This is an optimization exercise on Yosys and OpenROAD, whose aim is small area and a short achievable clock period, not a production implementation. The RTL was checked by simulation tests, not by an equivalence proof against the original design. Power figures rest on the tool's default switching activity, not on a simulated workload.

File: design.v
module adder #(
    parameter N = 512,
    parameter p = 512'h65b48e8f740f89bffc8ab0d15e3e4c4ab42d083aedc88c425afbfcc69322c9cda7aac6c567f35507516730cc1f0b4f25c2721bf457aca8351b81b90533c6c87b,
    parameter word_size = 32,
    parameter chunks = N/word_size
    ) (
    input clk,
    input rst,
    input c_in,
    input wire [N-1:0] X, Y,
    output wire [N:0] Z,
    output reg done
);
reg state;
reg [511:0] bs;    
reg [127:0] bg;    
reg cr;           
reg [512:0] zr;
assign Z = zr;
always @(posedge clk) begin
    if (rst) begin
        state <= 1'b0;
        done <= 1'b0;
    end else begin
        state <= 1'b1;
        done <= state;
    end
end
integer i;
wire [511:0] ic;    
wire [511:0] isum;
wire [127:0] icout;
genvar b;
generate for (b = 0; b < 512; b = b + 1) begin : ib
    if (b % 4 == 0) begin
        assign isum[b] = X[b] ^ Y[b];
        assign ic[b] = X[b] & Y[b];
    end else begin
        adder_fa fa (.a(X[b]), .b(Y[b]), .ci(ic[b-1]), .s(isum[b]), .co(ic[b]));
    end
    if (b % 4 == 3) assign icout[b/4] = ic[b];
end endgenerate
always @(posedge clk) begin
    cr <= c_in;
    bs <= isum;
    bg <= icout;
end
wire [127:0] bp;
genvar j;
generate for (j = 0; j < 128; j = j + 1) begin : gp
    assign bp[j] = &bs[4*j +: 4];
end endgenerate
wire g0c = bg[0] | (bp[0] & cr);
wire pg1;
wire pg2;
wire pp2;
wire pg3;
wire pp3;
wire pg4;
wire pp4;
wire pg5;
wire pp5;
wire pg6;
wire pp6;
wire pg7;
wire pp7;
wire pg8;
wire pp8;
wire pg9;
wire pp9;
wire pg10;
wire pp10;
wire pg11;
wire pp11;
wire pg12;
wire pp12;
wire pg13;
wire pp13;
wire pg14;
wire pp14;
wire pg15;
wire pp15;
wire pg16;
wire pp16;
wire pg17;
wire pp17;
wire pg18;
wire pp18;
wire pg19;
wire pp19;
wire pg20;
wire pp20;
wire pg21;
wire pp21;
wire pg22;
wire pp22;
wire pg23;
wire pp23;
wire pg24;
wire pp24;
wire pg25;
wire pp25;
wire pg26;
wire pp26;
wire pg27;
wire pp27;
wire pg28;
wire pp28;
wire pg29;
wire pp29;
wire pg30;
wire pp30;
wire pg31;
wire pp31;
wire pg32;
wire pp32;
wire pg33;
wire pp33;
wire pg34;
wire pp34;
wire pg35;
wire pp35;
wire pg36;
wire pp36;
wire pg37;
wire pp37;
wire pg38;
wire pp38;
wire pg39;
wire pp39;
wire pg40;
wire pp40;
wire pg41;
wire pp41;
wire pg42;
wire pp42;
wire pg43;
wire pp43;
wire pg44;
wire pp44;
wire pg45;
wire pp45;
wire pg46;
wire pp46;
wire pg47;
wire pp47;
wire pg48;
wire pp48;
wire pg49;
wire pp49;
wire pg50;
wire pp50;
wire pg51;
wire pp51;
wire pg52;
wire pp52;
wire pg53;
wire pp53;
wire pg54;
wire pp54;
wire pg55;
wire pp55;
wire pg56;
wire pp56;
wire pg57;
wire pp57;
wire pg58;
wire pp58;
wire pg59;
wire pp59;
wire pg60;
wire pp60;
wire pg61;
wire pp61;
wire pg62;
wire pp62;
wire pg63;
wire pp63;
wire pg64;
wire pp64;
wire pg65;
wire pg66;
wire pp66;
wire pg67;
wire pp67;
wire pg68;
wire pp68;
wire pg69;
wire pp69;
wire pg70;
wire pp70;
wire pg71;
wire pp71;
wire pg72;
wire pp72;
wire pg73;
wire pp73;
wire pg74;
wire pp74;
wire pg75;
wire pp75;
wire pg76;
wire pp76;
wire pg77;
wire pp77;
wire pg78;
wire pp78;
wire pg79;
wire pp79;
wire pg80;
wire pp80;
wire pg81;
wire pp81;
wire pg82;
wire pp82;
wire pg83;
wire pp83;
wire pg84;
wire pp84;
wire pg85;
wire pp85;
wire pg86;
wire pp86;
wire pg87;
wire pp87;
wire pg88;
wire pp88;
wire pg89;
wire pp89;
wire pg90;
wire pp90;
wire pg91;
wire pp91;
wire pg92;
wire pp92;
wire pg93;
wire pp93;
wire pg94;
wire pp94;
wire pg95;
wire pp95;
wire pg96;
wire pp96;
wire pg97;
wire pp97;
wire pg98;
wire pp98;
wire pg99;
wire pp99;
wire pg100;
wire pp100;
wire pg101;
wire pp101;
wire pg102;
wire pp102;
wire pg103;
wire pp103;
wire pg104;
wire pp104;
wire pg105;
wire pp105;
wire pg106;
wire pp106;
wire pg107;
wire pp107;
wire pg108;
wire pp108;
wire pg109;
wire pp109;
wire pg110;
wire pp110;
wire pg111;
wire pp111;
wire pg112;
wire pp112;
wire pg113;
wire pp113;
wire pg114;
wire pp114;
wire pg115;
wire pp115;
wire pg116;
wire pp116;
wire pg117;
wire pp117;
wire pg118;
wire pp118;
wire pg119;
wire pp119;
wire pg120;
wire pp120;
wire pg121;
wire pp121;
wire pg122;
wire pp122;
wire pg123;
wire pp123;
wire pg124;
wire pp124;
wire pg125;
wire pp125;
wire pg126;
wire pp126;
wire pg127;
wire pp127;
wire pg128;
wire pg129;
wire pg130;
wire pp130;
wire pg131;
wire pp131;
wire pg132;
wire pp132;
wire pg133;
wire pp133;
wire pg134;
wire pp134;
wire pg135;
wire pp135;
wire pg136;
wire pp136;
wire pg137;
wire pp137;
wire pg138;
wire pp138;
wire pg139;
wire pp139;
wire pg140;
wire pp140;
wire pg141;
wire pp141;
wire pg142;
wire pp142;
wire pg143;
wire pp143;
wire pg144;
wire pp144;
wire pg145;
wire pp145;
wire pg146;
wire pp146;
wire pg147;
wire pp147;
wire pg148;
wire pp148;
wire pg149;
wire pp149;
wire pg150;
wire pp150;
wire pg151;
wire pp151;
wire pg152;
wire pp152;
wire pg153;
wire pp153;
wire pg154;
wire pp154;
wire pg155;
wire pp155;
wire pg156;
wire pp156;
wire pg157;
wire pp157;
wire pg158;
wire pp158;
wire pg159;
wire pp159;
wire pg160;
wire pp160;
wire pg161;
wire pp161;
wire pg162;
wire pp162;
wire pg163;
wire pp163;
wire pg164;
wire pp164;
wire pg165;
wire pp165;
wire pg166;
wire pp166;
wire pg167;
wire pp167;
wire pg168;
wire pp168;
wire pg169;
wire pp169;
wire pg170;
wire pp170;
wire pg171;
wire pp171;
wire pg172;
wire pp172;
wire pg173;
wire pp173;
wire pg174;
wire pp174;
wire pg175;
wire pp175;
wire pg176;
wire pp176;
wire pg177;
wire pp177;
wire pg178;
wire pp178;
wire pg179;
wire pp179;
wire pg180;
wire pp180;
wire pg181;
wire pp181;
wire pg182;
wire pp182;
wire pg183;
wire pp183;
wire pg184;
wire pp184;
wire pg185;
wire pp185;
wire pg186;
wire pp186;
wire pg187;
wire pp187;
wire pg188;
wire pp188;
wire pg189;
wire pp189;
wire pg190;
wire pg191;
wire pg192;
wire pg193;
wire pg194;
wire pp194;
wire pg195;
wire pp195;
wire pg196;
wire pp196;
wire pg197;
wire pp197;
wire pg198;
wire pp198;
wire pg199;
wire pp199;
wire pg200;
wire pp200;
wire pg201;
wire pp201;
wire pg202;
wire pp202;
wire pg203;
wire pp203;
wire pg204;
wire pp204;
wire pg205;
wire pp205;
wire pg206;
wire pp206;
wire pg207;
wire pp207;
wire pg208;
wire pp208;
wire pg209;
wire pp209;
wire pg210;
wire pp210;
wire pg211;
wire pp211;
wire pg212;
wire pp212;
wire pg213;
wire pp213;
wire pg214;
wire pp214;
wire pg215;
wire pp215;
wire pg216;
wire pp216;
wire pg217;
wire pp217;
wire pg218;
wire pp218;
wire pg219;
wire pp219;
wire pg220;
wire pp220;
wire pg221;
wire pp221;
wire pg222;
wire pp222;
wire pg223;
wire pp223;
wire pg224;
wire pp224;
wire pg225;
wire pp225;
wire pg226;
wire pp226;
wire pg227;
wire pp227;
wire pg228;
wire pp228;
wire pg229;
wire pp229;
wire pg230;
wire pp230;
wire pg231;
wire pp231;
wire pg232;
wire pp232;
wire pg233;
wire pp233;
wire pg234;
wire pp234;
wire pg235;
wire pp235;
wire pg236;
wire pp236;
wire pg237;
wire pp237;
wire pg238;
wire pp238;
wire pg239;
wire pp239;
wire pg240;
wire pp240;
wire pg241;
wire pp241;
wire pg242;
wire pp242;
wire pg243;
wire pp243;
wire pg244;
wire pp244;
wire pg245;
wire pp245;
wire pg246;
wire pp246;
wire pg247;
wire pp247;
wire pg248;
wire pp248;
wire pg249;
wire pp249;
wire pg250;
wire pg251;
wire pg252;
wire pg253;
wire pg254;
wire pg255;
wire pg256;
wire pg257;
wire pg258;
wire pp258;
wire pg259;
wire pp259;
wire pg260;
wire pp260;
wire pg261;
wire pp261;
wire pg262;
wire pp262;
wire pg263;
wire pp263;
wire pg264;
wire pp264;
wire pg265;
wire pp265;
wire pg266;
wire pp266;
wire pg267;
wire pp267;
wire pg268;
wire pp268;
wire pg269;
wire pp269;
wire pg270;
wire pp270;
wire pg271;
wire pp271;
wire pg272;
wire pp272;
wire pg273;
wire pp273;
wire pg274;
wire pp274;
wire pg275;
wire pp275;
wire pg276;
wire pp276;
wire pg277;
wire pp277;
wire pg278;
wire pp278;
wire pg279;
wire pp279;
wire pg280;
wire pp280;
wire pg281;
wire pp281;
wire pg282;
wire pp282;
wire pg283;
wire pp283;
wire pg284;
wire pp284;
wire pg285;
wire pp285;
wire pg286;
wire pp286;
wire pg287;
wire pp287;
wire pg288;
wire pp288;
wire pg289;
wire pp289;
wire pg290;
wire pp290;
wire pg291;
wire pp291;
wire pg292;
wire pp292;
wire pg293;
wire pp293;
wire pg294;
wire pp294;
wire pg295;
wire pp295;
wire pg296;
wire pp296;
wire pg297;
wire pp297;
wire pg298;
wire pp298;
wire pg299;
wire pp299;
wire pg300;
wire pp300;
wire pg301;
wire pp301;
wire pg302;
wire pp302;
wire pg303;
wire pp303;
wire pg304;
wire pp304;
wire pg305;
wire pp305;
wire pg306;
wire pg307;
wire pg308;
wire pg309;
wire pg310;
wire pg311;
wire pg312;
wire pg313;
wire pg314;
wire pg315;
wire pg316;
wire pg317;
wire pg318;
wire pg319;
wire pg320;
wire pg321;
wire pg322;
wire pp322;
wire pg323;
wire pp323;
wire pg324;
wire pp324;
wire pg325;
wire pp325;
wire pg326;
wire pp326;
wire pg327;
wire pp327;
wire pg328;
wire pp328;
wire pg329;
wire pp329;
wire pg330;
wire pp330;
wire pg331;
wire pp331;
wire pg332;
wire pp332;
wire pg333;
wire pp333;
wire pg334;
wire pp334;
wire pg335;
wire pp335;
wire pg336;
wire pp336;
wire pg337;
wire pp337;
wire pg338;
wire pp338;
wire pg339;
wire pp339;
wire pg340;
wire pp340;
wire pg341;
wire pp341;
wire pg342;
wire pp342;
wire pg343;
wire pp343;
wire pg344;
wire pp344;
wire pg345;
wire pp345;
wire pg346;
wire pp346;
wire pg347;
wire pp347;
wire pg348;
wire pp348;
wire pg349;
wire pp349;
wire pg350;
wire pp350;
wire pg351;
wire pp351;
wire pg352;
wire pp352;
wire pg353;
wire pp353;
wire pg354;
wire pg355;
wire pg356;
wire pg357;
wire pg358;
wire pg359;
wire pg360;
wire pg361;
wire pg362;
wire pg363;
wire pg364;
wire pg365;
wire pg366;
wire pg367;
wire pg368;
wire pg369;
wire pg370;
wire pg371;
wire pg372;
wire pg373;
wire pg374;
wire pg375;
wire pg376;
wire pg377;
wire pg378;
wire pg379;
wire pg380;
wire pg381;
wire pg382;
wire pg383;
wire pg384;
wire pg385;
wire pg386;
wire pg387;
wire pg388;
wire pg389;
wire pg390;
wire pg391;
wire pg392;
wire pg393;
wire pg394;
wire pg395;
wire pg396;
wire pg397;
wire pg398;
wire pg399;
wire pg400;
wire pg401;
wire pg402;
wire pg403;
wire pg404;
wire pg405;
wire pg406;
wire pg407;
wire pg408;
wire pg409;
wire pg410;
wire pg411;
wire pg412;
wire pg413;
wire pg414;
wire pg415;
wire pg416;
wire pg417;
wire pg418;
wire pg419;
wire pg420;
wire pg421;
wire pg422;
wire pg423;
wire pg424;
wire pg425;
wire pg426;
wire pg427;
wire pg428;
wire pg429;
wire pg430;
wire pg431;
wire pg432;
wire pg433;
wire pg434;
wire pg435;
wire pg436;
wire pg437;
wire pg438;
wire pg439;
wire pg440;
wire pg441;
wire pg442;
wire pg443;
wire pg444;
wire pg445;
wire pg446;
wire pg447;
wire pg448;
assign pg1 = bg[1] | (bp[1] & g0c);
assign pg2 = bg[3] | (bp[3] & bg[2]);
assign pp2 = bp[3] & bp[2];
assign pg3 = bg[5] | (bp[5] & bg[4]);
assign pp3 = bp[5] & bp[4];
assign pg4 = bg[7] | (bp[7] & bg[6]);
assign pp4 = bp[7] & bp[6];
assign pg5 = bg[9] | (bp[9] & bg[8]);
assign pp5 = bp[9] & bp[8];
assign pg6 = bg[11] | (bp[11] & bg[10]);
assign pp6 = bp[11] & bp[10];
assign pg7 = bg[13] | (bp[13] & bg[12]);
assign pp7 = bp[13] & bp[12];
assign pg8 = bg[15] | (bp[15] & bg[14]);
assign pp8 = bp[15] & bp[14];
assign pg9 = bg[17] | (bp[17] & bg[16]);
assign pp9 = bp[17] & bp[16];
assign pg10 = bg[19] | (bp[19] & bg[18]);
assign pp10 = bp[19] & bp[18];
assign pg11 = bg[21] | (bp[21] & bg[20]);
assign pp11 = bp[21] & bp[20];
assign pg12 = bg[23] | (bp[23] & bg[22]);
assign pp12 = bp[23] & bp[22];
assign pg13 = bg[25] | (bp[25] & bg[24]);
assign pp13 = bp[25] & bp[24];
assign pg14 = bg[27] | (bp[27] & bg[26]);
assign pp14 = bp[27] & bp[26];
assign pg15 = bg[29] | (bp[29] & bg[28]);
assign pp15 = bp[29] & bp[28];
assign pg16 = bg[31] | (bp[31] & bg[30]);
assign pp16 = bp[31] & bp[30];
assign pg17 = bg[33] | (bp[33] & bg[32]);
assign pp17 = bp[33] & bp[32];
assign pg18 = bg[35] | (bp[35] & bg[34]);
assign pp18 = bp[35] & bp[34];
assign pg19 = bg[37] | (bp[37] & bg[36]);
assign pp19 = bp[37] & bp[36];
assign pg20 = bg[39] | (bp[39] & bg[38]);
assign pp20 = bp[39] & bp[38];
assign pg21 = bg[41] | (bp[41] & bg[40]);
assign pp21 = bp[41] & bp[40];
assign pg22 = bg[43] | (bp[43] & bg[42]);
assign pp22 = bp[43] & bp[42];
assign pg23 = bg[45] | (bp[45] & bg[44]);
assign pp23 = bp[45] & bp[44];
assign pg24 = bg[47] | (bp[47] & bg[46]);
assign pp24 = bp[47] & bp[46];
assign pg25 = bg[49] | (bp[49] & bg[48]);
assign pp25 = bp[49] & bp[48];
assign pg26 = bg[51] | (bp[51] & bg[50]);
assign pp26 = bp[51] & bp[50];
assign pg27 = bg[53] | (bp[53] & bg[52]);
assign pp27 = bp[53] & bp[52];
assign pg28 = bg[55] | (bp[55] & bg[54]);
assign pp28 = bp[55] & bp[54];
assign pg29 = bg[57] | (bp[57] & bg[56]);
assign pp29 = bp[57] & bp[56];
assign pg30 = bg[59] | (bp[59] & bg[58]);
assign pp30 = bp[59] & bp[58];
assign pg31 = bg[61] | (bp[61] & bg[60]);
assign pp31 = bp[61] & bp[60];
assign pg32 = bg[63] | (bp[63] & bg[62]);
assign pp32 = bp[63] & bp[62];
assign pg33 = bg[65] | (bp[65] & bg[64]);
assign pp33 = bp[65] & bp[64];
assign pg34 = bg[67] | (bp[67] & bg[66]);
assign pp34 = bp[67] & bp[66];
assign pg35 = bg[69] | (bp[69] & bg[68]);
assign pp35 = bp[69] & bp[68];
assign pg36 = bg[71] | (bp[71] & bg[70]);
assign pp36 = bp[71] & bp[70];
assign pg37 = bg[73] | (bp[73] & bg[72]);
assign pp37 = bp[73] & bp[72];
assign pg38 = bg[75] | (bp[75] & bg[74]);
assign pp38 = bp[75] & bp[74];
assign pg39 = bg[77] | (bp[77] & bg[76]);
assign pp39 = bp[77] & bp[76];
assign pg40 = bg[79] | (bp[79] & bg[78]);
assign pp40 = bp[79] & bp[78];
assign pg41 = bg[81] | (bp[81] & bg[80]);
assign pp41 = bp[81] & bp[80];
assign pg42 = bg[83] | (bp[83] & bg[82]);
assign pp42 = bp[83] & bp[82];
assign pg43 = bg[85] | (bp[85] & bg[84]);
assign pp43 = bp[85] & bp[84];
assign pg44 = bg[87] | (bp[87] & bg[86]);
assign pp44 = bp[87] & bp[86];
assign pg45 = bg[89] | (bp[89] & bg[88]);
assign pp45 = bp[89] & bp[88];
assign pg46 = bg[91] | (bp[91] & bg[90]);
assign pp46 = bp[91] & bp[90];
assign pg47 = bg[93] | (bp[93] & bg[92]);
assign pp47 = bp[93] & bp[92];
assign pg48 = bg[95] | (bp[95] & bg[94]);
assign pp48 = bp[95] & bp[94];
assign pg49 = bg[97] | (bp[97] & bg[96]);
assign pp49 = bp[97] & bp[96];
assign pg50 = bg[99] | (bp[99] & bg[98]);
assign pp50 = bp[99] & bp[98];
assign pg51 = bg[101] | (bp[101] & bg[100]);
assign pp51 = bp[101] & bp[100];
assign pg52 = bg[103] | (bp[103] & bg[102]);
assign pp52 = bp[103] & bp[102];
assign pg53 = bg[105] | (bp[105] & bg[104]);
assign pp53 = bp[105] & bp[104];
assign pg54 = bg[107] | (bp[107] & bg[106]);
assign pp54 = bp[107] & bp[106];
assign pg55 = bg[109] | (bp[109] & bg[108]);
assign pp55 = bp[109] & bp[108];
assign pg56 = bg[111] | (bp[111] & bg[110]);
assign pp56 = bp[111] & bp[110];
assign pg57 = bg[113] | (bp[113] & bg[112]);
assign pp57 = bp[113] & bp[112];
assign pg58 = bg[115] | (bp[115] & bg[114]);
assign pp58 = bp[115] & bp[114];
assign pg59 = bg[117] | (bp[117] & bg[116]);
assign pp59 = bp[117] & bp[116];
assign pg60 = bg[119] | (bp[119] & bg[118]);
assign pp60 = bp[119] & bp[118];
assign pg61 = bg[121] | (bp[121] & bg[120]);
assign pp61 = bp[121] & bp[120];
assign pg62 = bg[123] | (bp[123] & bg[122]);
assign pp62 = bp[123] & bp[122];
assign pg63 = bg[125] | (bp[125] & bg[124]);
assign pp63 = bp[125] & bp[124];
assign pg64 = bg[127] | (bp[127] & bg[126]);
assign pp64 = bp[127] & bp[126];
assign pg65 = pg2 | (pp2 & pg1);
assign pg66 = pg3 | (pp3 & pg2);
assign pp66 = pp3 & pp2;
assign pg67 = pg4 | (pp4 & pg3);
assign pp67 = pp4 & pp3;
assign pg68 = pg5 | (pp5 & pg4);
assign pp68 = pp5 & pp4;
assign pg69 = pg6 | (pp6 & pg5);
assign pp69 = pp6 & pp5;
assign pg70 = pg7 | (pp7 & pg6);
assign pp70 = pp7 & pp6;
assign pg71 = pg8 | (pp8 & pg7);
assign pp71 = pp8 & pp7;
assign pg72 = pg9 | (pp9 & pg8);
assign pp72 = pp9 & pp8;
assign pg73 = pg10 | (pp10 & pg9);
assign pp73 = pp10 & pp9;
assign pg74 = pg11 | (pp11 & pg10);
assign pp74 = pp11 & pp10;
assign pg75 = pg12 | (pp12 & pg11);
assign pp75 = pp12 & pp11;
assign pg76 = pg13 | (pp13 & pg12);
assign pp76 = pp13 & pp12;
assign pg77 = pg14 | (pp14 & pg13);
assign pp77 = pp14 & pp13;
assign pg78 = pg15 | (pp15 & pg14);
assign pp78 = pp15 & pp14;
assign pg79 = pg16 | (pp16 & pg15);
assign pp79 = pp16 & pp15;
assign pg80 = pg17 | (pp17 & pg16);
assign pp80 = pp17 & pp16;
assign pg81 = pg18 | (pp18 & pg17);
assign pp81 = pp18 & pp17;
assign pg82 = pg19 | (pp19 & pg18);
assign pp82 = pp19 & pp18;
assign pg83 = pg20 | (pp20 & pg19);
assign pp83 = pp20 & pp19;
assign pg84 = pg21 | (pp21 & pg20);
assign pp84 = pp21 & pp20;
assign pg85 = pg22 | (pp22 & pg21);
assign pp85 = pp22 & pp21;
assign pg86 = pg23 | (pp23 & pg22);
assign pp86 = pp23 & pp22;
assign pg87 = pg24 | (pp24 & pg23);
assign pp87 = pp24 & pp23;
assign pg88 = pg25 | (pp25 & pg24);
assign pp88 = pp25 & pp24;
assign pg89 = pg26 | (pp26 & pg25);
assign pp89 = pp26 & pp25;
assign pg90 = pg27 | (pp27 & pg26);
assign pp90 = pp27 & pp26;
assign pg91 = pg28 | (pp28 & pg27);
assign pp91 = pp28 & pp27;
assign pg92 = pg29 | (pp29 & pg28);
assign pp92 = pp29 & pp28;
assign pg93 = pg30 | (pp30 & pg29);
assign pp93 = pp30 & pp29;
assign pg94 = pg31 | (pp31 & pg30);
assign pp94 = pp31 & pp30;
assign pg95 = pg32 | (pp32 & pg31);
assign pp95 = pp32 & pp31;
assign pg96 = pg33 | (pp33 & pg32);
assign pp96 = pp33 & pp32;
assign pg97 = pg34 | (pp34 & pg33);
assign pp97 = pp34 & pp33;
assign pg98 = pg35 | (pp35 & pg34);
assign pp98 = pp35 & pp34;
assign pg99 = pg36 | (pp36 & pg35);
assign pp99 = pp36 & pp35;
assign pg100 = pg37 | (pp37 & pg36);
assign pp100 = pp37 & pp36;
assign pg101 = pg38 | (pp38 & pg37);
assign pp101 = pp38 & pp37;
assign pg102 = pg39 | (pp39 & pg38);
assign pp102 = pp39 & pp38;
assign pg103 = pg40 | (pp40 & pg39);
assign pp103 = pp40 & pp39;
assign pg104 = pg41 | (pp41 & pg40);
assign pp104 = pp41 & pp40;
assign pg105 = pg42 | (pp42 & pg41);
assign pp105 = pp42 & pp41;
assign pg106 = pg43 | (pp43 & pg42);
assign pp106 = pp43 & pp42;
assign pg107 = pg44 | (pp44 & pg43);
assign pp107 = pp44 & pp43;
assign pg108 = pg45 | (pp45 & pg44);
assign pp108 = pp45 & pp44;
assign pg109 = pg46 | (pp46 & pg45);
assign pp109 = pp46 & pp45;
assign pg110 = pg47 | (pp47 & pg46);
assign pp110 = pp47 & pp46;
assign pg111 = pg48 | (pp48 & pg47);
assign pp111 = pp48 & pp47;
assign pg112 = pg49 | (pp49 & pg48);
assign pp112 = pp49 & pp48;
assign pg113 = pg50 | (pp50 & pg49);
assign pp113 = pp50 & pp49;
assign pg114 = pg51 | (pp51 & pg50);
assign pp114 = pp51 & pp50;
assign pg115 = pg52 | (pp52 & pg51);
assign pp115 = pp52 & pp51;
assign pg116 = pg53 | (pp53 & pg52);
assign pp116 = pp53 & pp52;
assign pg117 = pg54 | (pp54 & pg53);
assign pp117 = pp54 & pp53;
assign pg118 = pg55 | (pp55 & pg54);
assign pp118 = pp55 & pp54;
assign pg119 = pg56 | (pp56 & pg55);
assign pp119 = pp56 & pp55;
assign pg120 = pg57 | (pp57 & pg56);
assign pp120 = pp57 & pp56;
assign pg121 = pg58 | (pp58 & pg57);
assign pp121 = pp58 & pp57;
assign pg122 = pg59 | (pp59 & pg58);
assign pp122 = pp59 & pp58;
assign pg123 = pg60 | (pp60 & pg59);
assign pp123 = pp60 & pp59;
assign pg124 = pg61 | (pp61 & pg60);
assign pp124 = pp61 & pp60;
assign pg125 = pg62 | (pp62 & pg61);
assign pp125 = pp62 & pp61;
assign pg126 = pg63 | (pp63 & pg62);
assign pp126 = pp63 & pp62;
assign pg127 = pg64 | (pp64 & pg63);
assign pp127 = pp64 & pp63;
assign pg128 = pg66 | (pp66 & pg1);
assign pg129 = pg67 | (pp67 & pg65);
assign pg130 = pg68 | (pp68 & pg66);
assign pp130 = pp68 & pp66;
assign pg131 = pg69 | (pp69 & pg67);
assign pp131 = pp69 & pp67;
assign pg132 = pg70 | (pp70 & pg68);
assign pp132 = pp70 & pp68;
assign pg133 = pg71 | (pp71 & pg69);
assign pp133 = pp71 & pp69;
assign pg134 = pg72 | (pp72 & pg70);
assign pp134 = pp72 & pp70;
assign pg135 = pg73 | (pp73 & pg71);
assign pp135 = pp73 & pp71;
assign pg136 = pg74 | (pp74 & pg72);
assign pp136 = pp74 & pp72;
assign pg137 = pg75 | (pp75 & pg73);
assign pp137 = pp75 & pp73;
assign pg138 = pg76 | (pp76 & pg74);
assign pp138 = pp76 & pp74;
assign pg139 = pg77 | (pp77 & pg75);
assign pp139 = pp77 & pp75;
assign pg140 = pg78 | (pp78 & pg76);
assign pp140 = pp78 & pp76;
assign pg141 = pg79 | (pp79 & pg77);
assign pp141 = pp79 & pp77;
assign pg142 = pg80 | (pp80 & pg78);
assign pp142 = pp80 & pp78;
assign pg143 = pg81 | (pp81 & pg79);
assign pp143 = pp81 & pp79;
assign pg144 = pg82 | (pp82 & pg80);
assign pp144 = pp82 & pp80;
assign pg145 = pg83 | (pp83 & pg81);
assign pp145 = pp83 & pp81;
assign pg146 = pg84 | (pp84 & pg82);
assign pp146 = pp84 & pp82;
assign pg147 = pg85 | (pp85 & pg83);
assign pp147 = pp85 & pp83;
assign pg148 = pg86 | (pp86 & pg84);
assign pp148 = pp86 & pp84;
assign pg149 = pg87 | (pp87 & pg85);
assign pp149 = pp87 & pp85;
assign pg150 = pg88 | (pp88 & pg86);
assign pp150 = pp88 & pp86;
assign pg151 = pg89 | (pp89 & pg87);
assign pp151 = pp89 & pp87;
assign pg152 = pg90 | (pp90 & pg88);
assign pp152 = pp90 & pp88;
assign pg153 = pg91 | (pp91 & pg89);
assign pp153 = pp91 & pp89;
assign pg154 = pg92 | (pp92 & pg90);
assign pp154 = pp92 & pp90;
assign pg155 = pg93 | (pp93 & pg91);
assign pp155 = pp93 & pp91;
assign pg156 = pg94 | (pp94 & pg92);
assign pp156 = pp94 & pp92;
assign pg157 = pg95 | (pp95 & pg93);
assign pp157 = pp95 & pp93;
assign pg158 = pg96 | (pp96 & pg94);
assign pp158 = pp96 & pp94;
assign pg159 = pg97 | (pp97 & pg95);
assign pp159 = pp97 & pp95;
assign pg160 = pg98 | (pp98 & pg96);
assign pp160 = pp98 & pp96;
assign pg161 = pg99 | (pp99 & pg97);
assign pp161 = pp99 & pp97;
assign pg162 = pg100 | (pp100 & pg98);
assign pp162 = pp100 & pp98;
assign pg163 = pg101 | (pp101 & pg99);
assign pp163 = pp101 & pp99;
assign pg164 = pg102 | (pp102 & pg100);
assign pp164 = pp102 & pp100;
assign pg165 = pg103 | (pp103 & pg101);
assign pp165 = pp103 & pp101;
assign pg166 = pg104 | (pp104 & pg102);
assign pp166 = pp104 & pp102;
assign pg167 = pg105 | (pp105 & pg103);
assign pp167 = pp105 & pp103;
assign pg168 = pg106 | (pp106 & pg104);
assign pp168 = pp106 & pp104;
assign pg169 = pg107 | (pp107 & pg105);
assign pp169 = pp107 & pp105;
assign pg170 = pg108 | (pp108 & pg106);
assign pp170 = pp108 & pp106;
assign pg171 = pg109 | (pp109 & pg107);
assign pp171 = pp109 & pp107;
assign pg172 = pg110 | (pp110 & pg108);
assign pp172 = pp110 & pp108;
assign pg173 = pg111 | (pp111 & pg109);
assign pp173 = pp111 & pp109;
assign pg174 = pg112 | (pp112 & pg110);
assign pp174 = pp112 & pp110;
assign pg175 = pg113 | (pp113 & pg111);
assign pp175 = pp113 & pp111;
assign pg176 = pg114 | (pp114 & pg112);
assign pp176 = pp114 & pp112;
assign pg177 = pg115 | (pp115 & pg113);
assign pp177 = pp115 & pp113;
assign pg178 = pg116 | (pp116 & pg114);
assign pp178 = pp116 & pp114;
assign pg179 = pg117 | (pp117 & pg115);
assign pp179 = pp117 & pp115;
assign pg180 = pg118 | (pp118 & pg116);
assign pp180 = pp118 & pp116;
assign pg181 = pg119 | (pp119 & pg117);
assign pp181 = pp119 & pp117;
assign pg182 = pg120 | (pp120 & pg118);
assign pp182 = pp120 & pp118;
assign pg183 = pg121 | (pp121 & pg119);
assign pp183 = pp121 & pp119;
assign pg184 = pg122 | (pp122 & pg120);
assign pp184 = pp122 & pp120;
assign pg185 = pg123 | (pp123 & pg121);
assign pp185 = pp123 & pp121;
assign pg186 = pg124 | (pp124 & pg122);
assign pp186 = pp124 & pp122;
assign pg187 = pg125 | (pp125 & pg123);
assign pp187 = pp125 & pp123;
assign pg188 = pg126 | (pp126 & pg124);
assign pp188 = pp126 & pp124;
assign pg189 = pg127 | (pp127 & pg125);
assign pp189 = pp127 & pp125;
assign pg190 = pg130 | (pp130 & pg1);
assign pg191 = pg131 | (pp131 & pg65);
assign pg192 = pg132 | (pp132 & pg128);
assign pg193 = pg133 | (pp133 & pg129);
assign pg194 = pg134 | (pp134 & pg130);
assign pp194 = pp134 & pp130;
assign pg195 = pg135 | (pp135 & pg131);
assign pp195 = pp135 & pp131;
assign pg196 = pg136 | (pp136 & pg132);
assign pp196 = pp136 & pp132;
assign pg197 = pg137 | (pp137 & pg133);
assign pp197 = pp137 & pp133;
assign pg198 = pg138 | (pp138 & pg134);
assign pp198 = pp138 & pp134;
assign pg199 = pg139 | (pp139 & pg135);
assign pp199 = pp139 & pp135;
assign pg200 = pg140 | (pp140 & pg136);
assign pp200 = pp140 & pp136;
assign pg201 = pg141 | (pp141 & pg137);
assign pp201 = pp141 & pp137;
assign pg202 = pg142 | (pp142 & pg138);
assign pp202 = pp142 & pp138;
assign pg203 = pg143 | (pp143 & pg139);
assign pp203 = pp143 & pp139;
assign pg204 = pg144 | (pp144 & pg140);
assign pp204 = pp144 & pp140;
assign pg205 = pg145 | (pp145 & pg141);
assign pp205 = pp145 & pp141;
assign pg206 = pg146 | (pp146 & pg142);
assign pp206 = pp146 & pp142;
assign pg207 = pg147 | (pp147 & pg143);
assign pp207 = pp147 & pp143;
assign pg208 = pg148 | (pp148 & pg144);
assign pp208 = pp148 & pp144;
assign pg209 = pg149 | (pp149 & pg145);
assign pp209 = pp149 & pp145;
assign pg210 = pg150 | (pp150 & pg146);
assign pp210 = pp150 & pp146;
assign pg211 = pg151 | (pp151 & pg147);
assign pp211 = pp151 & pp147;
assign pg212 = pg152 | (pp152 & pg148);
assign pp212 = pp152 & pp148;
assign pg213 = pg153 | (pp153 & pg149);
assign pp213 = pp153 & pp149;
assign pg214 = pg154 | (pp154 & pg150);
assign pp214 = pp154 & pp150;
assign pg215 = pg155 | (pp155 & pg151);
assign pp215 = pp155 & pp151;
assign pg216 = pg156 | (pp156 & pg152);
assign pp216 = pp156 & pp152;
assign pg217 = pg157 | (pp157 & pg153);
assign pp217 = pp157 & pp153;
assign pg218 = pg158 | (pp158 & pg154);
assign pp218 = pp158 & pp154;
assign pg219 = pg159 | (pp159 & pg155);
assign pp219 = pp159 & pp155;
assign pg220 = pg160 | (pp160 & pg156);
assign pp220 = pp160 & pp156;
assign pg221 = pg161 | (pp161 & pg157);
assign pp221 = pp161 & pp157;
assign pg222 = pg162 | (pp162 & pg158);
assign pp222 = pp162 & pp158;
assign pg223 = pg163 | (pp163 & pg159);
assign pp223 = pp163 & pp159;
assign pg224 = pg164 | (pp164 & pg160);
assign pp224 = pp164 & pp160;
assign pg225 = pg165 | (pp165 & pg161);
assign pp225 = pp165 & pp161;
assign pg226 = pg166 | (pp166 & pg162);
assign pp226 = pp166 & pp162;
assign pg227 = pg167 | (pp167 & pg163);
assign pp227 = pp167 & pp163;
assign pg228 = pg168 | (pp168 & pg164);
assign pp228 = pp168 & pp164;
assign pg229 = pg169 | (pp169 & pg165);
assign pp229 = pp169 & pp165;
assign pg230 = pg170 | (pp170 & pg166);
assign pp230 = pp170 & pp166;
assign pg231 = pg171 | (pp171 & pg167);
assign pp231 = pp171 & pp167;
assign pg232 = pg172 | (pp172 & pg168);
assign pp232 = pp172 & pp168;
assign pg233 = pg173 | (pp173 & pg169);
assign pp233 = pp173 & pp169;
assign pg234 = pg174 | (pp174 & pg170);
assign pp234 = pp174 & pp170;
assign pg235 = pg175 | (pp175 & pg171);
assign pp235 = pp175 & pp171;
assign pg236 = pg176 | (pp176 & pg172);
assign pp236 = pp176 & pp172;
assign pg237 = pg177 | (pp177 & pg173);
assign pp237 = pp177 & pp173;
assign pg238 = pg178 | (pp178 & pg174);
assign pp238 = pp178 & pp174;
assign pg239 = pg179 | (pp179 & pg175);
assign pp239 = pp179 & pp175;
assign pg240 = pg180 | (pp180 & pg176);
assign pp240 = pp180 & pp176;
assign pg241 = pg181 | (pp181 & pg177);
assign pp241 = pp181 & pp177;
assign pg242 = pg182 | (pp182 & pg178);
assign pp242 = pp182 & pp178;
assign pg243 = pg183 | (pp183 & pg179);
assign pp243 = pp183 & pp179;
assign pg244 = pg184 | (pp184 & pg180);
assign pp244 = pp184 & pp180;
assign pg245 = pg185 | (pp185 & pg181);
assign pp245 = pp185 & pp181;
assign pg246 = pg186 | (pp186 & pg182);
assign pp246 = pp186 & pp182;
assign pg247 = pg187 | (pp187 & pg183);
assign pp247 = pp187 & pp183;
assign pg248 = pg188 | (pp188 & pg184);
assign pp248 = pp188 & pp184;
assign pg249 = pg189 | (pp189 & pg185);
assign pp249 = pp189 & pp185;
assign pg250 = pg194 | (pp194 & pg1);
assign pg251 = pg195 | (pp195 & pg65);
assign pg252 = pg196 | (pp196 & pg128);
assign pg253 = pg197 | (pp197 & pg129);
assign pg254 = pg198 | (pp198 & pg190);
assign pg255 = pg199 | (pp199 & pg191);
assign pg256 = pg200 | (pp200 & pg192);
assign pg257 = pg201 | (pp201 & pg193);
assign pg258 = pg202 | (pp202 & pg194);
assign pp258 = pp202 & pp194;
assign pg259 = pg203 | (pp203 & pg195);
assign pp259 = pp203 & pp195;
assign pg260 = pg204 | (pp204 & pg196);
assign pp260 = pp204 & pp196;
assign pg261 = pg205 | (pp205 & pg197);
assign pp261 = pp205 & pp197;
assign pg262 = pg206 | (pp206 & pg198);
assign pp262 = pp206 & pp198;
assign pg263 = pg207 | (pp207 & pg199);
assign pp263 = pp207 & pp199;
assign pg264 = pg208 | (pp208 & pg200);
assign pp264 = pp208 & pp200;
assign pg265 = pg209 | (pp209 & pg201);
assign pp265 = pp209 & pp201;
assign pg266 = pg210 | (pp210 & pg202);
assign pp266 = pp210 & pp202;
assign pg267 = pg211 | (pp211 & pg203);
assign pp267 = pp211 & pp203;
assign pg268 = pg212 | (pp212 & pg204);
assign pp268 = pp212 & pp204;
assign pg269 = pg213 | (pp213 & pg205);
assign pp269 = pp213 & pp205;
assign pg270 = pg214 | (pp214 & pg206);
assign pp270 = pp214 & pp206;
assign pg271 = pg215 | (pp215 & pg207);
assign pp271 = pp215 & pp207;
assign pg272 = pg216 | (pp216 & pg208);
assign pp272 = pp216 & pp208;
assign pg273 = pg217 | (pp217 & pg209);
assign pp273 = pp217 & pp209;
assign pg274 = pg218 | (pp218 & pg210);
assign pp274 = pp218 & pp210;
assign pg275 = pg219 | (pp219 & pg211);
assign pp275 = pp219 & pp211;
assign pg276 = pg220 | (pp220 & pg212);
assign pp276 = pp220 & pp212;
assign pg277 = pg221 | (pp221 & pg213);
assign pp277 = pp221 & pp213;
assign pg278 = pg222 | (pp222 & pg214);
assign pp278 = pp222 & pp214;
assign pg279 = pg223 | (pp223 & pg215);
assign pp279 = pp223 & pp215;
assign pg280 = pg224 | (pp224 & pg216);
assign pp280 = pp224 & pp216;
assign pg281 = pg225 | (pp225 & pg217);
assign pp281 = pp225 & pp217;
assign pg282 = pg226 | (pp226 & pg218);
assign pp282 = pp226 & pp218;
assign pg283 = pg227 | (pp227 & pg219);
assign pp283 = pp227 & pp219;
assign pg284 = pg228 | (pp228 & pg220);
assign pp284 = pp228 & pp220;
assign pg285 = pg229 | (pp229 & pg221);
assign pp285 = pp229 & pp221;
assign pg286 = pg230 | (pp230 & pg222);
assign pp286 = pp230 & pp222;
assign pg287 = pg231 | (pp231 & pg223);
assign pp287 = pp231 & pp223;
assign pg288 = pg232 | (pp232 & pg224);
assign pp288 = pp232 & pp224;
assign pg289 = pg233 | (pp233 & pg225);
assign pp289 = pp233 & pp225;
assign pg290 = pg234 | (pp234 & pg226);
assign pp290 = pp234 & pp226;
assign pg291 = pg235 | (pp235 & pg227);
assign pp291 = pp235 & pp227;
assign pg292 = pg236 | (pp236 & pg228);
assign pp292 = pp236 & pp228;
assign pg293 = pg237 | (pp237 & pg229);
assign pp293 = pp237 & pp229;
assign pg294 = pg238 | (pp238 & pg230);
assign pp294 = pp238 & pp230;
assign pg295 = pg239 | (pp239 & pg231);
assign pp295 = pp239 & pp231;
assign pg296 = pg240 | (pp240 & pg232);
assign pp296 = pp240 & pp232;
assign pg297 = pg241 | (pp241 & pg233);
assign pp297 = pp241 & pp233;
assign pg298 = pg242 | (pp242 & pg234);
assign pp298 = pp242 & pp234;
assign pg299 = pg243 | (pp243 & pg235);
assign pp299 = pp243 & pp235;
assign pg300 = pg244 | (pp244 & pg236);
assign pp300 = pp244 & pp236;
assign pg301 = pg245 | (pp245 & pg237);
assign pp301 = pp245 & pp237;
assign pg302 = pg246 | (pp246 & pg238);
assign pp302 = pp246 & pp238;
assign pg303 = pg247 | (pp247 & pg239);
assign pp303 = pp247 & pp239;
assign pg304 = pg248 | (pp248 & pg240);
assign pp304 = pp248 & pp240;
assign pg305 = pg249 | (pp249 & pg241);
assign pp305 = pp249 & pp241;
assign pg306 = pg258 | (pp258 & pg1);
assign pg307 = pg259 | (pp259 & pg65);
assign pg308 = pg260 | (pp260 & pg128);
assign pg309 = pg261 | (pp261 & pg129);
assign pg310 = pg262 | (pp262 & pg190);
assign pg311 = pg263 | (pp263 & pg191);
assign pg312 = pg264 | (pp264 & pg192);
assign pg313 = pg265 | (pp265 & pg193);
assign pg314 = pg266 | (pp266 & pg250);
assign pg315 = pg267 | (pp267 & pg251);
assign pg316 = pg268 | (pp268 & pg252);
assign pg317 = pg269 | (pp269 & pg253);
assign pg318 = pg270 | (pp270 & pg254);
assign pg319 = pg271 | (pp271 & pg255);
assign pg320 = pg272 | (pp272 & pg256);
assign pg321 = pg273 | (pp273 & pg257);
assign pg322 = pg274 | (pp274 & pg258);
assign pp322 = pp274 & pp258;
assign pg323 = pg275 | (pp275 & pg259);
assign pp323 = pp275 & pp259;
assign pg324 = pg276 | (pp276 & pg260);
assign pp324 = pp276 & pp260;
assign pg325 = pg277 | (pp277 & pg261);
assign pp325 = pp277 & pp261;
assign pg326 = pg278 | (pp278 & pg262);
assign pp326 = pp278 & pp262;
assign pg327 = pg279 | (pp279 & pg263);
assign pp327 = pp279 & pp263;
assign pg328 = pg280 | (pp280 & pg264);
assign pp328 = pp280 & pp264;
assign pg329 = pg281 | (pp281 & pg265);
assign pp329 = pp281 & pp265;
assign pg330 = pg282 | (pp282 & pg266);
assign pp330 = pp282 & pp266;
assign pg331 = pg283 | (pp283 & pg267);
assign pp331 = pp283 & pp267;
assign pg332 = pg284 | (pp284 & pg268);
assign pp332 = pp284 & pp268;
assign pg333 = pg285 | (pp285 & pg269);
assign pp333 = pp285 & pp269;
assign pg334 = pg286 | (pp286 & pg270);
assign pp334 = pp286 & pp270;
assign pg335 = pg287 | (pp287 & pg271);
assign pp335 = pp287 & pp271;
assign pg336 = pg288 | (pp288 & pg272);
assign pp336 = pp288 & pp272;
assign pg337 = pg289 | (pp289 & pg273);
assign pp337 = pp289 & pp273;
assign pg338 = pg290 | (pp290 & pg274);
assign pp338 = pp290 & pp274;
assign pg339 = pg291 | (pp291 & pg275);
assign pp339 = pp291 & pp275;
assign pg340 = pg292 | (pp292 & pg276);
assign pp340 = pp292 & pp276;
assign pg341 = pg293 | (pp293 & pg277);
assign pp341 = pp293 & pp277;
assign pg342 = pg294 | (pp294 & pg278);
assign pp342 = pp294 & pp278;
assign pg343 = pg295 | (pp295 & pg279);
assign pp343 = pp295 & pp279;
assign pg344 = pg296 | (pp296 & pg280);
assign pp344 = pp296 & pp280;
assign pg345 = pg297 | (pp297 & pg281);
assign pp345 = pp297 & pp281;
assign pg346 = pg298 | (pp298 & pg282);
assign pp346 = pp298 & pp282;
assign pg347 = pg299 | (pp299 & pg283);
assign pp347 = pp299 & pp283;
assign pg348 = pg300 | (pp300 & pg284);
assign pp348 = pp300 & pp284;
assign pg349 = pg301 | (pp301 & pg285);
assign pp349 = pp301 & pp285;
assign pg350 = pg302 | (pp302 & pg286);
assign pp350 = pp302 & pp286;
assign pg351 = pg303 | (pp303 & pg287);
assign pp351 = pp303 & pp287;
assign pg352 = pg304 | (pp304 & pg288);
assign pp352 = pp304 & pp288;
assign pg353 = pg305 | (pp305 & pg289);
assign pp353 = pp305 & pp289;
assign pg354 = pg322 | (pp322 & pg1);
assign pg355 = pg323 | (pp323 & pg65);
assign pg356 = pg324 | (pp324 & pg128);
assign pg357 = pg325 | (pp325 & pg129);
assign pg358 = pg326 | (pp326 & pg190);
assign pg359 = pg327 | (pp327 & pg191);
assign pg360 = pg328 | (pp328 & pg192);
assign pg361 = pg329 | (pp329 & pg193);
assign pg362 = pg330 | (pp330 & pg250);
assign pg363 = pg331 | (pp331 & pg251);
assign pg364 = pg332 | (pp332 & pg252);
assign pg365 = pg333 | (pp333 & pg253);
assign pg366 = pg334 | (pp334 & pg254);
assign pg367 = pg335 | (pp335 & pg255);
assign pg368 = pg336 | (pp336 & pg256);
assign pg369 = pg337 | (pp337 & pg257);
assign pg370 = pg338 | (pp338 & pg306);
assign pg371 = pg339 | (pp339 & pg307);
assign pg372 = pg340 | (pp340 & pg308);
assign pg373 = pg341 | (pp341 & pg309);
assign pg374 = pg342 | (pp342 & pg310);
assign pg375 = pg343 | (pp343 & pg311);
assign pg376 = pg344 | (pp344 & pg312);
assign pg377 = pg345 | (pp345 & pg313);
assign pg378 = pg346 | (pp346 & pg314);
assign pg379 = pg347 | (pp347 & pg315);
assign pg380 = pg348 | (pp348 & pg316);
assign pg381 = pg349 | (pp349 & pg317);
assign pg382 = pg350 | (pp350 & pg318);
assign pg383 = pg351 | (pp351 & pg319);
assign pg384 = pg352 | (pp352 & pg320);
assign pg385 = pg353 | (pp353 & pg321);
assign pg386 = bg[2] | (bp[2] & pg1);
assign pg387 = bg[4] | (bp[4] & pg65);
assign pg388 = bg[6] | (bp[6] & pg128);
assign pg389 = bg[8] | (bp[8] & pg129);
assign pg390 = bg[10] | (bp[10] & pg190);
assign pg391 = bg[12] | (bp[12] & pg191);
assign pg392 = bg[14] | (bp[14] & pg192);
assign pg393 = bg[16] | (bp[16] & pg193);
assign pg394 = bg[18] | (bp[18] & pg250);
assign pg395 = bg[20] | (bp[20] & pg251);
assign pg396 = bg[22] | (bp[22] & pg252);
assign pg397 = bg[24] | (bp[24] & pg253);
assign pg398 = bg[26] | (bp[26] & pg254);
assign pg399 = bg[28] | (bp[28] & pg255);
assign pg400 = bg[30] | (bp[30] & pg256);
assign pg401 = bg[32] | (bp[32] & pg257);
assign pg402 = bg[34] | (bp[34] & pg306);
assign pg403 = bg[36] | (bp[36] & pg307);
assign pg404 = bg[38] | (bp[38] & pg308);
assign pg405 = bg[40] | (bp[40] & pg309);
assign pg406 = bg[42] | (bp[42] & pg310);
assign pg407 = bg[44] | (bp[44] & pg311);
assign pg408 = bg[46] | (bp[46] & pg312);
assign pg409 = bg[48] | (bp[48] & pg313);
assign pg410 = bg[50] | (bp[50] & pg314);
assign pg411 = bg[52] | (bp[52] & pg315);
assign pg412 = bg[54] | (bp[54] & pg316);
assign pg413 = bg[56] | (bp[56] & pg317);
assign pg414 = bg[58] | (bp[58] & pg318);
assign pg415 = bg[60] | (bp[60] & pg319);
assign pg416 = bg[62] | (bp[62] & pg320);
assign pg417 = bg[64] | (bp[64] & pg321);
assign pg418 = bg[66] | (bp[66] & pg354);
assign pg419 = bg[68] | (bp[68] & pg355);
assign pg420 = bg[70] | (bp[70] & pg356);
assign pg421 = bg[72] | (bp[72] & pg357);
assign pg422 = bg[74] | (bp[74] & pg358);
assign pg423 = bg[76] | (bp[76] & pg359);
assign pg424 = bg[78] | (bp[78] & pg360);
assign pg425 = bg[80] | (bp[80] & pg361);
assign pg426 = bg[82] | (bp[82] & pg362);
assign pg427 = bg[84] | (bp[84] & pg363);
assign pg428 = bg[86] | (bp[86] & pg364);
assign pg429 = bg[88] | (bp[88] & pg365);
assign pg430 = bg[90] | (bp[90] & pg366);
assign pg431 = bg[92] | (bp[92] & pg367);
assign pg432 = bg[94] | (bp[94] & pg368);
assign pg433 = bg[96] | (bp[96] & pg369);
assign pg434 = bg[98] | (bp[98] & pg370);
assign pg435 = bg[100] | (bp[100] & pg371);
assign pg436 = bg[102] | (bp[102] & pg372);
assign pg437 = bg[104] | (bp[104] & pg373);
assign pg438 = bg[106] | (bp[106] & pg374);
assign pg439 = bg[108] | (bp[108] & pg375);
assign pg440 = bg[110] | (bp[110] & pg376);
assign pg441 = bg[112] | (bp[112] & pg377);
assign pg442 = bg[114] | (bp[114] & pg378);
assign pg443 = bg[116] | (bp[116] & pg379);
assign pg444 = bg[118] | (bp[118] & pg380);
assign pg445 = bg[120] | (bp[120] & pg381);
assign pg446 = bg[122] | (bp[122] & pg382);
assign pg447 = bg[124] | (bp[124] & pg383);
assign pg448 = bg[126] | (bp[126] & pg384);
wire [128:0] bc;
assign bc[0] = cr;
assign bc[1] = g0c;
assign bc[2] = pg1;
assign bc[3] = pg386;
assign bc[4] = pg65;
assign bc[5] = pg387;
assign bc[6] = pg128;
assign bc[7] = pg388;
assign bc[8] = pg129;
assign bc[9] = pg389;
assign bc[10] = pg190;
assign bc[11] = pg390;
assign bc[12] = pg191;
assign bc[13] = pg391;
assign bc[14] = pg192;
assign bc[15] = pg392;
assign bc[16] = pg193;
assign bc[17] = pg393;
assign bc[18] = pg250;
assign bc[19] = pg394;
assign bc[20] = pg251;
assign bc[21] = pg395;
assign bc[22] = pg252;
assign bc[23] = pg396;
assign bc[24] = pg253;
assign bc[25] = pg397;
assign bc[26] = pg254;
assign bc[27] = pg398;
assign bc[28] = pg255;
assign bc[29] = pg399;
assign bc[30] = pg256;
assign bc[31] = pg400;
assign bc[32] = pg257;
assign bc[33] = pg401;
assign bc[34] = pg306;
assign bc[35] = pg402;
assign bc[36] = pg307;
assign bc[37] = pg403;
assign bc[38] = pg308;
assign bc[39] = pg404;
assign bc[40] = pg309;
assign bc[41] = pg405;
assign bc[42] = pg310;
assign bc[43] = pg406;
assign bc[44] = pg311;
assign bc[45] = pg407;
assign bc[46] = pg312;
assign bc[47] = pg408;
assign bc[48] = pg313;
assign bc[49] = pg409;
assign bc[50] = pg314;
assign bc[51] = pg410;
assign bc[52] = pg315;
assign bc[53] = pg411;
assign bc[54] = pg316;
assign bc[55] = pg412;
assign bc[56] = pg317;
assign bc[57] = pg413;
assign bc[58] = pg318;
assign bc[59] = pg414;
assign bc[60] = pg319;
assign bc[61] = pg415;
assign bc[62] = pg320;
assign bc[63] = pg416;
assign bc[64] = pg321;
assign bc[65] = pg417;
assign bc[66] = pg354;
assign bc[67] = pg418;
assign bc[68] = pg355;
assign bc[69] = pg419;
assign bc[70] = pg356;
assign bc[71] = pg420;
assign bc[72] = pg357;
assign bc[73] = pg421;
assign bc[74] = pg358;
assign bc[75] = pg422;
assign bc[76] = pg359;
assign bc[77] = pg423;
assign bc[78] = pg360;
assign bc[79] = pg424;
assign bc[80] = pg361;
assign bc[81] = pg425;
assign bc[82] = pg362;
assign bc[83] = pg426;
assign bc[84] = pg363;
assign bc[85] = pg427;
assign bc[86] = pg364;
assign bc[87] = pg428;
assign bc[88] = pg365;
assign bc[89] = pg429;
assign bc[90] = pg366;
assign bc[91] = pg430;
assign bc[92] = pg367;
assign bc[93] = pg431;
assign bc[94] = pg368;
assign bc[95] = pg432;
assign bc[96] = pg369;
assign bc[97] = pg433;
assign bc[98] = pg370;
assign bc[99] = pg434;
assign bc[100] = pg371;
assign bc[101] = pg435;
assign bc[102] = pg372;
assign bc[103] = pg436;
assign bc[104] = pg373;
assign bc[105] = pg437;
assign bc[106] = pg374;
assign bc[107] = pg438;
assign bc[108] = pg375;
assign bc[109] = pg439;
assign bc[110] = pg376;
assign bc[111] = pg440;
assign bc[112] = pg377;
assign bc[113] = pg441;
assign bc[114] = pg378;
assign bc[115] = pg442;
assign bc[116] = pg379;
assign bc[117] = pg443;
assign bc[118] = pg380;
assign bc[119] = pg444;
assign bc[120] = pg381;
assign bc[121] = pg445;
assign bc[122] = pg382;
assign bc[123] = pg446;
assign bc[124] = pg383;
assign bc[125] = pg447;
assign bc[126] = pg384;
assign bc[127] = pg448;
assign bc[128] = pg385;
wire [511:0] zsum;
generate for (b = 0; b < 512; b = b + 1) begin : ob
    if (b % 4 == 0) assign zsum[b] = bs[b] ^ bc[b/4];
    else assign zsum[b] = bs[b] ^ (bc[b/4] & (&bs[b-1:b-(b%4)]));
end endgenerate
always @(posedge clk) begin
    if (!done) zr <= {bc[128], zsum};
end
endmodule
module adder_fa (input a, input b, input ci, output s, output co);
assign {co, s} = a + b + ci;
endmodule
File: flow/run.sh
#!/bin/bash
# Own layout flow: the standard flow with the standard synthesis unchanged, and
#  - port buffers made from plain buffers (buf_1, resized later as timing needs) instead of the
#    default delay buffer,
#  - pins allowed on every routing track of the die's edge, so that the die can be small,
set -euo pipefail
MARGIN=${MARGIN:-6.5}
bash standard.sh \
  "BUFFER_PORTS_ARGS=-buffer_cell sky130_fd_sc_hd__buf_1" \
  "PLACE_PINS_ARGS=-min_distance 1 -min_distance_in_tracks" \
  "SETUP_SLACK_MARGIN=$MARGIN" \
  finish > standard.log 2>&1
File: standard.sh
#!/bin/bash
# synth_recipe.tcl (not shown) runs the flow's synth.tcl, then flattens the netlist and writes it again
# the make line also repeats each setting of config.mk as NAME=value (left out here)
make -C /OpenROAD-flow-scripts/flow DESIGN_CONFIG=/design/flow/config.mk WORK_HOME=/design/flow/orfs CLKGATE_MAP_FILE= SYNTH_SCRIPT=/design/flow/synth_recipe.tcl "${@:-finish}"
File: config.mk
export PLATFORM = sky130hd
export DESIGN_NAME = adder
export DESIGN_NICKNAME = adder
export VERILOG_FILES = /design/flow/design.v
export SDC_FILE = /design/flow/constraint.sdc
export NUM_CORES = 4
export LEC_CHECK = 0
export ABC_AREA = 1
export CAP_MARGIN = 20
export CORE_AREA = 10 10 370 370
export CTS_CLUSTER_DIAMETER = 80
export CTS_CLUSTER_SIZE = 30
export DIE_AREA = 0 0 380 380
export SLEW_MARGIN = 20
export SYNTH_HIERARCHICAL = 1
export SYNTH_MINIMUM_KEEP_SIZE = 0
File: constraint.sdc
create_clock -name core_clock -period 10.0 [get_ports {clk}]
set_input_delay 2.0000 -clock core_clock [delete_from_list [all_inputs] [get_ports {clk}]]
set_output_delay 2.0000 -clock core_clock [all_outputs]
set_load 0.01 [all_outputs]
==> notes.md, run 1 <==
setup bufs post-CTS 0; Worst-Margin Slew 1.02 ns; Final min period 3.46 ns; Finish-stage setup viols 0; PortBufs 1540; global-route wire length before repair 277 mm; drt pass-1 iters 6; Tcrit/Tclk final 34.6%; Synth top area share 28.5%; R2R setup slack 6.84 ns; CP max stage delay 0.41 ns; initial antenna violation count 24; hold path depth 2; crit path max fanout 1; Slew headroom 32.1%; critical path class reg2out; CP startpoint kind flip-flop; DRC Markers 0; Layout Skew 0.0428 ns; Chip Width 380 um; Setup WS pre-CTS 6.20 ns; critical path required time 8.00 ns; CP delay by family, top buffers and inverters; Synth area leader edfxtp_1; Cell Pwr Density 193 nW/um2; Area Growth Syn to Fin 19.3%; syn avg cell area 11.1 um2; max_cap viols 0; post-synthesis sequential area ratio 52.4%; hold crit path type reg2reg; Reg area 28300 um2; clock-pin slew on the worst setup and hold paths 0.11 ns; layout filler cell count 12100; area of the multi-input gates 23000 um2; Die ar. 144000 um2; Mapped Cells 4842; initial DRC count 2516; Sink Count 1156; CP bufs+invs 1; Critical Path End Type output pin; Max Clock Freq 289 MHz; GRT Util Overall 26.5%; vias per cell 4.74; CTS tree built; number of global-route vias before repair 40900; syn nets 6509; slack of the critical path 6.54 ns; Initial Util 41.8%; Synth Warn # 7; largest cells by area after synthesis edfxtp_1 29%, dfxtp_1 24%, fa_1 14%, nand2_1 8.0%, ha_1 5.9%; layout cells sized above 1 9.07%; reg2reg end zr[406]; I/O pin count 1541; CTS buffer count 61; Reg2Reg Depth 3; Max stage delay cell, worst path buf_1; CTS max path bufs 3; RSZ-0062 raised after global routing false; post-synth cell types 41; Mapped Area 54000 um2; WL per Instance 23.8 um; asr flop ratio synth 0%; gpl congestion 0.980; RR Startpoint done; DIE HEIGHT 380 um; post-route setup TNS 0 ns; hpwl dp 171 mm; Post-DRT Antenna Nets 0; Max IR drop VDD 0.175 mV; GR Overflow Total 0; wirelength, routed 197 mm; hold-fix buffers at CTS 0; via count 39200; cell count along the critical path 1; worst skew pair latency 0.72 ns; Leakage 27.9 nW; arrival time worst endpoint 1.46 ns; #FFs+latches synth 1156; outcome timing/DRC/antenna clean; Cell Rows 132; Root Buffer clkbuf_16; dominant synthesized flop cell dfxtp_1; final hold viol count 0; crit-path cells buf_1; Placeable Area 129000 um2; pins over their slew limit 0; largest net degree at the start of global routing 140; fin nets 8119; H-Tree Level Count 2; number of synthesized flops with an enable pin 513; hold_sp state; hold endpoint done
## power by group
| part | switching [mW] | total, mW | internal (mW) |
|---|---|---|---|
| combinational | 1.97 | 2.88 | 0.910 |
| clock | 1.80 | 3.18 | 1.39 |
| sequential | 0.434 | 6.35 | 5.92 |
## cells in the final DEF, fill, tap and decap left out, types with 29 or more instances in the layout
cell          n
nor2_1      257
edfxtp_1    513
nand2_2     123
nor2_4       31
dfxtp_1     642
a21oi_1     107
nand3_1     107
nand2_1    1146
fa_1        384
xnor2_1      35
ha_1        256
nand3b_1     29
inv_2        86
nor2_2      101
inv_1       627
nand3_2      30
clkbuf_16    63
xor2_1      191
nand2_4      43
buf_1      1520
## logic make-up (layout without fill, tap and decap cells)
group	after synthesis	in the layout	share of synthesized area, %
buf+inv	721	2384	5.02
flops	1156	1156	52.4
fa+ha+maj	640	640	20.2
xor+xnor	226	226	3.67
simple gates	1931	1931	16.8
other cells	0	8	0
compound gates	168	168	1.94
## modules after synthesis, one instance, submodules excluded
module,cells,area [um2],flip-flops and latches
adder,4458,46300,1156
adder_fa,1,20.0,0
## through the flow
stage / instances / hold WS [ns] / util [%] / area [um2] / total power, mW
6_report: 8255 / 0.403 / 49.8 / 64400 / 12.4
5_1_grt: 8253 / 0.427 / 49.8 / 64300 / 13.0
4_1_cts: 8247 / 0.405 / 49.8 / 64300 / 12.5
3_5_place_dp: 8131 / 0.391 / 48.0 / 62000 / 9.29
3_3_place_gp: 8131 / 0.387 / 48.0 / 62000 / 9.23
2_1_floorplan: 4842 / 0.381 / - / 54000 / 7.70
## how the worst max path moves through the flow
stage               slack [ns]       to    start
detailed placement        6.20  bs[299]   X[296]
global placement          6.26  bs[243]   X[240]
floorplan                 1.56    zr[0]     done
global route              6.50   Z[333]  zr[333]
finish                    6.54   Z[146]  zr[146]
CTS                       6.50   Z[244]  zr[244]
## metal layers
| layer | share of wire, % | vias up | GRT usage (%) |
|---|---|---|---|
| met2 | 43 | 1886 | 40.2 |
| met3 | 9.8 | 579 | 9.13 |
| met5 | 0.065 | - | 1.95 |
| met4 | 9.5 | 10 | 20.6 |
| li1 | - | 18400 | - |
| met1 | 38 | 18300 | 30.5 |
## flip-flops by register name, indices dropped and copies added (netlist names)
name   flops
cr         1
bg       128
done       1
state      1
bs       512
zr       513
## cells in the mapped netlist (all sizes together), types with 5 or more instances
library cell,number
nand4,15
edfxtp,513
and2,9
inv,714
a21oi,113
dfxtp,643
nand2,1314
nor3,28
nor2,389
nand3b,29
a31oi,11
xnor2,35
o21bai,19
clkinv,7
o21ai,18
a21o,5
xor2,191
ha,256
fa,384
nand3,139
## worst register-to-register path: stages, from the launching register on
cell        delay, ns
dfxtp_2          0.35
clkinvlp_4       0.62
buf_4            0.90
buf_4            0.88
## repair_timing
item | in CTS | in global routing
endpoints found under the setup margin | 5 | 15
pin swaps | 0 | 0
gates resized for setup | 5 | 15
## layout make-up
cell class,instances,area share [%]
sequential,1156,43.9
multi-input combinational,2965,35.7
timing repair buffer,1547,9.12
inverter,721,4.21
tap,1742,3.39
clock buffer,72,2.50
clock inverter,44,1.10
antenna,8,0.0311
==> run 2, diff against run 1 <==
--- a/flow/run.sh
+++ b/flow/run.sh
@@ -6,3 +6,3 @@
 set -euo pipefail
-MARGIN=${MARGIN:-6.5}
+MARGIN=${MARGIN:-7.0}
 bash standard.sh \
@@ -11,2 +11,3 @@
   "SETUP_SLACK_MARGIN=$MARGIN" \
+  "CTS_ARGS=-sink_clustering_enable -repair_clock_nets -sink_clustering_size 30 -sink_clustering_max_diameter 80 -dont_use_dummy_load" \
   finish > standard.log 2>&1
==> run 2 against run 1 <==
Effect of this change: power down 0.55%; first-iteration DRC count up 4.4%; clock-buffer cell count down 6; die area unchanged; highest routed layer unchanged.
==> notes.md, run 2 <==
largest family of logic cells by synthesized area adder cells; fin nets 8126; Critical Path End Type output pin; crit path max fanout 1; arrival time worst endpoint 1.35 ns; most common cell after layout, fill and taps aside nand2_1; initial antenna violation count 25; Root Buffer clkbuf_16; R2R setup slack 7.16 ns; Biggest register zr; max reg flops 513; Mapped Area 54000 um2; most frequent cell after synthesis nand2_1; CP max stage delay 0.52 ns; hold endpoint done; CTS buffer count 66; syn avg cell area 11.1 um2; post-route setup TNS 0 ns; worst skew pair latency 0.67 ns; critical path required time 8.00 ns; hold crit path type reg2reg; CTS max path bufs 3; crit-path cells clkbuf_2; Max stage delay cell, worst path edfxtp_1; PortBufs 1540; multiplexer share of the synthesized area 0%; outcome timing/DRC/antenna clean; simple-gate share of the synthesized area 16.8%; dominant synthesized flop cell dfxtp_1; drt pass-1 iters 5; CP startpoint kind flip-flop; GRT Util Overall 26.4%; Sink Count 1156; most frequent cells in the layout 1136 x nand2_1, 1026 x buf_1, 641 x dfxtp_1, 627 x inv_1, 513 x edfxtp_1; Synth Area in Compound Gates 1.94%; CP bufs+invs 1; Synth area leader edfxtp_1; CTS tree built; number of synthesized flops with an enable pin 513; GR Overflow Total 0; Die ar. 144000 um2; Worst Setup SP zr[325]; number of global-route vias before repair 41100; Area Growth Syn to Fin 23.6%; RSZ-0062 raised after global routing true; total chip power 12.4 mW; Chip Width 380 um; max_cap viols 0; Adder-Cell Fraction of Synth Area 20.2%; DRC Markers 0; Worst-Margin Slew 1.02 ns; post-synthesis sequential area ratio 52.4%; Cell Pwr Density 185 nW/um2; global-route wire length before repair 277 mm; asr flop ratio synth 0%; via count 39200; pins over their slew limit 0; DIE HEIGHT 380 um; most common library cells after synthesis 1146 x nand2_1, 643 x dfxtp_1, 628 x inv_1; critical path class reg2out; Slew headroom 31.8%; Synth Warn # 7; largest net degree at the start of global routing 166; post-synth cell types 41; Cell Rows 132; H-Tree Level Count 3; gpl congestion 0.957; Post-DRT Antenna Nets 0; DP Area 62300 um2; design area 66700 um2; wirelength, routed 197 mm; syn nets 6509; vias per cell 4.77; Reg2Reg Depth 16; Leakage 29.5 nW; hold path depth 2; I/O pin count 1541; largest cells by area after synthesis edfxtp_1 29%, dfxtp_1 24%, fa_1 14%, nand2_1 8.0%, ha_1 5.9%; hpwl dp 169 mm; Finished Core Util 51.6%; Regs by FF count zr (513), bs (512), bg (128); clock-pin slew on the worst setup and hold paths 0.11 ns; hold-fix buffers at CTS 0; RR Startpoint bs[213]; Max Clock Freq 299 MHz; initial DRC count 2627; CP delay by family, top flip-flops; WL per Instance 24.0 um; Mapped Cells 4842; Finish-stage setup viols 0; hold_sp state; Placeable Area 129000 um2; Synth top area share 28.5%; Layout Skew 0.0809 ns; reg2reg end zr[380]; #FFs+latches synth 1156; Initial Util 41.8%; Synth Area in XOR/XNOR 3.67%; Tcrit/Tclk final 33.5%; Final min period 3.35 ns; Max IR drop VDD 0.105 mV; final hold viol count 0; layout cells sized above 1 18.7%
-- run 2: timing repair --
item,CTS,global route
setup buffers,0,4
gates resized for setup,809,332
pin swaps,11,31
setup endpoints to repair,696,658
gates cloned,1,0
-- run 2: how the worst max path moves through the flow --
stage                         end  slack, ns  cells after the start
after CTS                  Z[340]       6.58                      1
final                      Z[325]       6.65                      1
after floorplan             zr[0]       1.56                      1
after detailed placement  bs[299]       6.19                      5
after global placement    bs[247]       6.22                      5
after global routing       Z[323]       6.61                      1
-- run 2: metrics by stage --
stage | setup slack (ns) | hold WS, ns | cells
5_1_grt | 6.61 | 0.431 | 8206
4_1_cts | 6.58 | 0.401 | 8195
2_1_floorplan | 1.56 | 0.381 | 4842
3_3_place_gp | 6.22 | 0.385 | 8128
3_5_place_dp | 6.19 | 0.394 | 8128
6_report | 6.65 | 0.396 | 8209
-- run 2: power breakdown --
group / switching (mW) / internal, mW
clock network: 1.50 / 1.18
registers: 0.473 / 5.93
logic: 1.97 / 1.31
-- run 2: per-layer routing --
layer | vias to the layer above | global-route usage [%] | wire length (um)
li1 | 18400 | - | -
met1 | 18400 | 31.1 | 75600
met2 | 1878 | 40.4 | 85800
met3 | 552 | 8.65 | 18300
met4 | 20 | 19.1 | 16700
met5 | - | 0.430 | 210
-- run 2: layout make-up --
cell class                 instances  area [um2]
inverter                         721        2710
timing repair buffer            1549        8100
sequential                      1156       28300
antenna                           10        25.0
multi-input combinational       2965       23700
fill                           11800       62500
tap                             1742        2180
clock buffer                      66        1650
-- run 2: logic make-up (layout without fill, tap and decap cells) --
family	Yosys count	after routing
flops	1156	1156
fa+ha+maj	640	640
buf+inv	721	2336
simple gates	1931	1931
xor+xnor	226	226
other cells	0	10
compound gates	168	168
-- run 2: per-module statistics from Yosys, one instance, submodules excluded --
module	area, um2	cells inside	copies in the design
adder	46300	4458	1
adder_fa	20.0	1	384
-- run 2: tightest hold or removal path, cell delays in order, from the launching register on --
cell and delay, ns:
dfxtp_1 0.29, inv_1 0.04, nor2_1 0.03

separate check: timing with driven ports:
Ports are ideal in the flow. The routed layouts listed here were re-timed in OpenROAD.
Step 1: set_driving_cell puts a clkbuf_16 on clk and a buf_2 on each other input, an assumption about the parent block.
Step 2, shift: input delay + t, output delay - t, t = (earliest + latest rising clock arrival at the registers) / 2. This alone moves slack from input paths to output paths.
a / b / c = no drivers / after step 1 / after step 2; a / b = the first two.
run	shift t [ns]	setup slack, ns	slew at the worst register clock pin (ns)	worst slew at a driven data input, ns	cell pins on the clock port's net
run 1	0.772	6.543 / 6.468 / 6.209	0.12 / 0.12	0.17	1
run 2	0.706	6.651 / 6.574 / 6.297	0.11 / 0.11	0.23	1
After both steps every run listed still meets setup and hold. For run 2, which loses most, drivers alone change the setup slack by -0.077 ns; drivers and shift together by -0.354 ns.
